Background: an optimization exercise with open tools, aiming at small area and a short achievable clock period. Do not read the settings as production practice.
Function was checked by simulation only, so behaviour that the tests miss may differ from the original.

// question_6
module question_6(
    input clk,
    input rst,
    input signed [15:0] x,
    output reg signed [15:0] y
);
clock: 5.0 ns
lec_check: 0
cap_margin: 20
core_margin: 2
core_utilization: 40
setup_slack_margin: 2.6
slew_margin: 20
tns_end_percent: 100
standard.sh (not shown) runs the stock make flow with config.mk's settings and CLKGATE_MAP_FILE= SYNTH_SCRIPT=/design/flow/synth_recipe.tcl, a recipe that flattens the netlist after the stock synthesis.
==> flow/flow/run.sh <==
#!/bin/bash
set -euo pipefail
W=$(pwd)
R=$W/orfs/results/$FLOW_PLATFORM/question_6/base
LIB=$FLOW_HOME/platforms/$FLOW_PLATFORM/lib/sky130_fd_sc_hd__tt_025C_1v80.lib

bash standard.sh synth > $W/log_1_standard_synth.txt 2>&1
cp $R/1_2_yosys.v $W/standard_synth.v

WORK=$W LIB_FILE=$LIB yosys -c flow/synth_map.tcl > $W/log_2_own_synth_yosys.txt 2>&1

# the registers must be those of the standard synthesis: same names, same cells
regs() { grep -oE 'sky130_fd_sc_hd__df[a-z0-9_]+ +[^ ]+' "$1" | sed -E 's/_[0-9]+ / /' | sort; }
regs $W/standard_synth.v > $W/regs_standard.txt
regs $W/own_synth.v > $W/regs_own.txt
if ! cmp -s $W/regs_standard.txt $W/regs_own.txt; then
  echo "registers differ from the standard synthesis" >&2
  diff $W/regs_standard.txt $W/regs_own.txt >&2 || true
  exit 1
fi

cp $W/own_synth.v $R/1_2_yosys.v
rm -f $R/1_synth.odb $R/1_synth.sdc

export BUFFER_PORTS_ARGS="-buffer_cell sky130_fd_sc_hd__buf_2"
export CTS_ARGS="-sink_clustering_enable -repair_clock_nets -buf_list sky130_fd_sc_hd__clkbuf_2 -root_buf sky130_fd_sc_hd__clkbuf_4 -sink_clustering_buffer sky130_fd_sc_hd__clkbuf_2 -sink_clustering_size 16 -dont_use_dummy_load"
bash standard.sh finish > $W/log_3_standard_layout.txt 2>&1
Other scripts of this flow, unchanged in this note and not shown: flow/flow/q6_cells.v, flow/flow/synth_map.tcl
The starting point finished with timing, DRC and antenna clean.
Change:
--- a/flow/flow/run.sh
+++ b/flow/flow/run.sh
@@ -26 +26 @@
-export CTS_ARGS="-sink_clustering_enable -repair_clock_nets -buf_list sky130_fd_sc_hd__clkbuf_2 -root_buf sky130_fd_sc_hd__clkbuf_4 -sink_clustering_buffer sky130_fd_sc_hd__clkbuf_2 -sink_clustering_size 16 -dont_use_dummy_load"
+export CTS_ARGS="-sink_clustering_enable -repair_clock_nets -buf_list sky130_fd_sc_hd__clkbuf_4 -root_buf sky130_fd_sc_hd__clkbuf_8 -sink_clustering_size 16 -dont_use_dummy_load"
--- a/flow/config.mk
+++ b/flow/config.mk
@@ -11 +11 @@
-export SETUP_SLACK_MARGIN = 2.6
+export SETUP_SLACK_MARGIN = 2.8
=>
- The changed run completed with no timing, DRC or antenna violations
- clock skew came out lower by 0.011 ns
- sequential cell count is unchanged
Change:
--- a/flow/flow/run.sh
+++ b/flow/flow/run.sh
@@ -26 +26 @@
-export CTS_ARGS="-sink_clustering_enable -repair_clock_nets -buf_list sky130_fd_sc_hd__clkbuf_4 -root_buf sky130_fd_sc_hd__clkbuf_8 -sink_clustering_size 16 -dont_use_dummy_load"
+export CTS_ARGS="-sink_clustering_enable -repair_clock_nets -buf_list sky130_fd_sc_hd__clkbuf_2 -root_buf sky130_fd_sc_hd__clkbuf_4 -sink_clustering_buffer sky130_fd_sc_hd__clkbuf_2 -sink_clustering_size 10 -dont_use_dummy_load"
--- a/flow/config.mk
+++ b/flow/config.mk
@@ -11 +11 @@
-export SETUP_SLACK_MARGIN = 2.8
+export SETUP_SLACK_MARGIN = 2.7
Outcome:
- worst hold slack improves by 0.014 ns
- setup slack degrades by 0.021 ns
- routed wire length is lower by 3.2%
- non-clock buffer count is lower by 3
- cell count is lower by 0.39%
- die area does not change
- design area is lower by 4.0%
- global-route usage barely changes
- synthesized cell count is unchanged

* * *

Another version of the RTL of question_6 (not shown whole).
Size in the first run: roughly 34 I/O pins, about 4800 um2 of cells after synthesis.
export LEC_CHECK = 0
export CAP_MARGIN = 20
export CORE_MARGIN = 2
export CORE_UTILIZATION = 40
export CTS_BUF_LIST = sky130_fd_sc_hd__clkbuf_8
export CTS_CLUSTER_SIZE = 24
export SETUP_SLACK_MARGIN = 2.5
export SLEW_MARGIN = 20
export TNS_END_PERCENT = 100
create_clock -name core_clock -period 5.0 [get_ports {clk}]
==> flow/flow/run.sh <==
#!/bin/bash
# Own flow: the standard synthesis, then the combinational logic re-mapped by
# ABC with a delay target (flow/remap.tcl), then the standard layout steps.
# Each tool's output goes to a log file of its own in this folder.
set -euo pipefail
W=$(pwd)
R=$W/orfs/results/$FLOW_PLATFORM/question_6/base
D=$(cat flow/abc_delay_ps)

bash standard.sh synth > $W/log_1_standard_synth.txt 2>&1
cp $R/1_2_yosys.v $W/standard_synth.v

sed "s/{D}/$D/g" flow/abc_remap.script > $W/abc_remap.script
printf "set_driving_cell sky130_fd_sc_hd__buf_1\nset_load 5\n" > $W/abc_remap.constr
REMAP_IN=$W/standard_synth.v REMAP_OUT=$W/remap.v REMAP_SCRIPT=$W/abc_remap.script \
REMAP_CONSTR=$W/abc_remap.constr \
LIB_FILE=$FLOW_HOME/platforms/$FLOW_PLATFORM/lib/sky130_fd_sc_hd__tt_025C_1v80.lib \
  yosys -c flow/remap.tcl > $W/log_2_remap_yosys.txt 2>&1
# keep only the top module (the cell definitions were read from the library)
awk -v top="$FLOW_TOP" '$1=="module" && index($2, top "(")==1 {f=1} f{print} /^endmodule/{f=0}' $W/remap.v.all > $W/remap.v
cp $W/remap.v $R/1_2_yosys.v
rm -f $R/1_synth.odb $R/1_synth.sdc

export BUFFER_PORTS_ARGS="-buffer_cell sky130_fd_sc_hd__buf_2"
bash standard.sh finish > $W/log_3_standard_layout.txt 2>&1
==> flow/flow/abc_delay_ps <==
1300
==> flow/flow/abc_remap.script <==
strash
dch
map -D {D}
topo
stime -c
buffer -c
upsize -c -D {D}
dnsize -c -D {D}
stime -c
Other scripts of this flow, unchanged in this note and not shown: flow/flow/remap.tcl
The first run went through all stages and came out clean.
==> next run, changes <==
--- a/flow/flow/run.sh
+++ b/flow/flow/run.sh
@@ -24,0 +25 @@
+export CTS_ARGS="-sink_clustering_enable -repair_clock_nets -buf_list sky130_fd_sc_hd__clkbuf_4 -root_buf sky130_fd_sc_hd__clkbuf_8 -sink_clustering_size 16 -dont_use_dummy_load"
==> flow/flow/abc_delay_ps (replaced) <==
1600
==> flow/flow/abc_remap.script (replaced) <==
strash
dch
map -D {D}
strash
dch
map -D {D}
topo
stime -c
buffer -c
upsize -c -D {D}
dnsize -c -D {D}
Result:
- synthesized cell count falls by 8.6%
- die area falls by 5.3%
- fmax falls by 2.4%
- global-route usage falls by 1.7 points
- clock skew rises by 0.012 ns
- worst setup slack is worse by 0.060 ns
- wire length falls by 9.2%
==> next run, changes <==
==> flow/flow/abc_delay_ps (replaced) <==
1200
SETUP_SLACK_MARGIN = 2.7   (was 2.5)
After rerunning:
- The changed run completed with no timing, DRC or antenna violations
- routed wire length rises by 21%
- global-route usage rises by 2.2 points
- core utilization is higher by 2.3 points
- final cell count came out higher by 9.2%
- area after synthesis went up by 5.2%
==> next run, changes <==
--- a/flow/flow/run.sh
+++ b/flow/flow/run.sh
@@ -24,2 +23,0 @@
-export BUFFER_PORTS_ARGS="-buffer_cell sky130_fd_sc_hd__buf_2"
-export CTS_ARGS="-sink_clustering_enable -repair_clock_nets -buf_list sky130_fd_sc_hd__clkbuf_4 -root_buf sky130_fd_sc_hd__clkbuf_8 -sink_clustering_size 16 -dont_use_dummy_load"
==> flow/flow/abc_delay_ps (replaced) <==
1300
==> flow/flow/abc_remap.script (replaced) <==
strash
dch
map -D {D}
topo
stime -c
buffer -c
upsize -c -D {D}
dnsize -c -D {D}
stime -c
SETUP_SLACK_MARGIN = 0.5   (was 2.7)
Result: The changed run passed the timing, design-rule and antenna checks. Critical path depth does not change. Final cell count fell by about 3%. Register-to-register slack degrades by 0.06 ns. Sequential cell count stays the same.

-- re-timing with driven ports --
In the flow no input, the clock included, has a driving cell. The finished layouts below were timed again as built, in two steps. Step 1, drivers: a clkbuf_16 drives clk and a buf_2 each remaining input, both assumed. Step 2 adds t to the input delays and takes it off the output delays; t is the mean of the earliest and latest rising clock arrival at the registers after step 1. Input paths then give back, and output paths get back, about the clock's delay inside the block. Slacks: no drivers / after step 1 / after step 2; pairs: no drivers / after step 1.
| run | t, ns | setup WS [ns] | hold WS [ns] | cell pins on the clock port's net |
|---|---|---|---|---|
| the first run of note 1 | 0.429 | 2.731 / 2.702 / 2.319 | 0.381 / 0.381 / 0.381 | 1 |
| the second run of note 1 | 0.379 | 2.847 / 2.857 / 2.480 | 0.372 / 0.372 / 0.372 | 1 |
| the third run of note 1 | 0.435 | 2.827 / 2.799 / 2.406 | 0.387 / 0.387 / 0.387 | 1 |
| the first run of note 2 | 0.395 | 2.565 / 2.580 / 2.185 | 0.374 / 0.374 / 0.374 | 1 |
| the second run of note 2 | 0.385 | 2.505 / 2.475 / 2.091 | 0.396 / 0.396 / 0.396 | 1 |
| the third run of note 2 | 0.388 | 2.652 / 2.651 / 2.264 | 0.385 / 0.385 / 0.385 | 1 |
| the fourth run of note 2 | 0.396 | 1.984 / 1.998 / 1.603 | 0.381 / 0.381 / 0.381 | 1 |
After both steps every run listed still meets setup and hold. The setup slack of the third run of note 1, which loses most, moves by -0.028 ns with the drivers and by -0.421 ns with both steps.
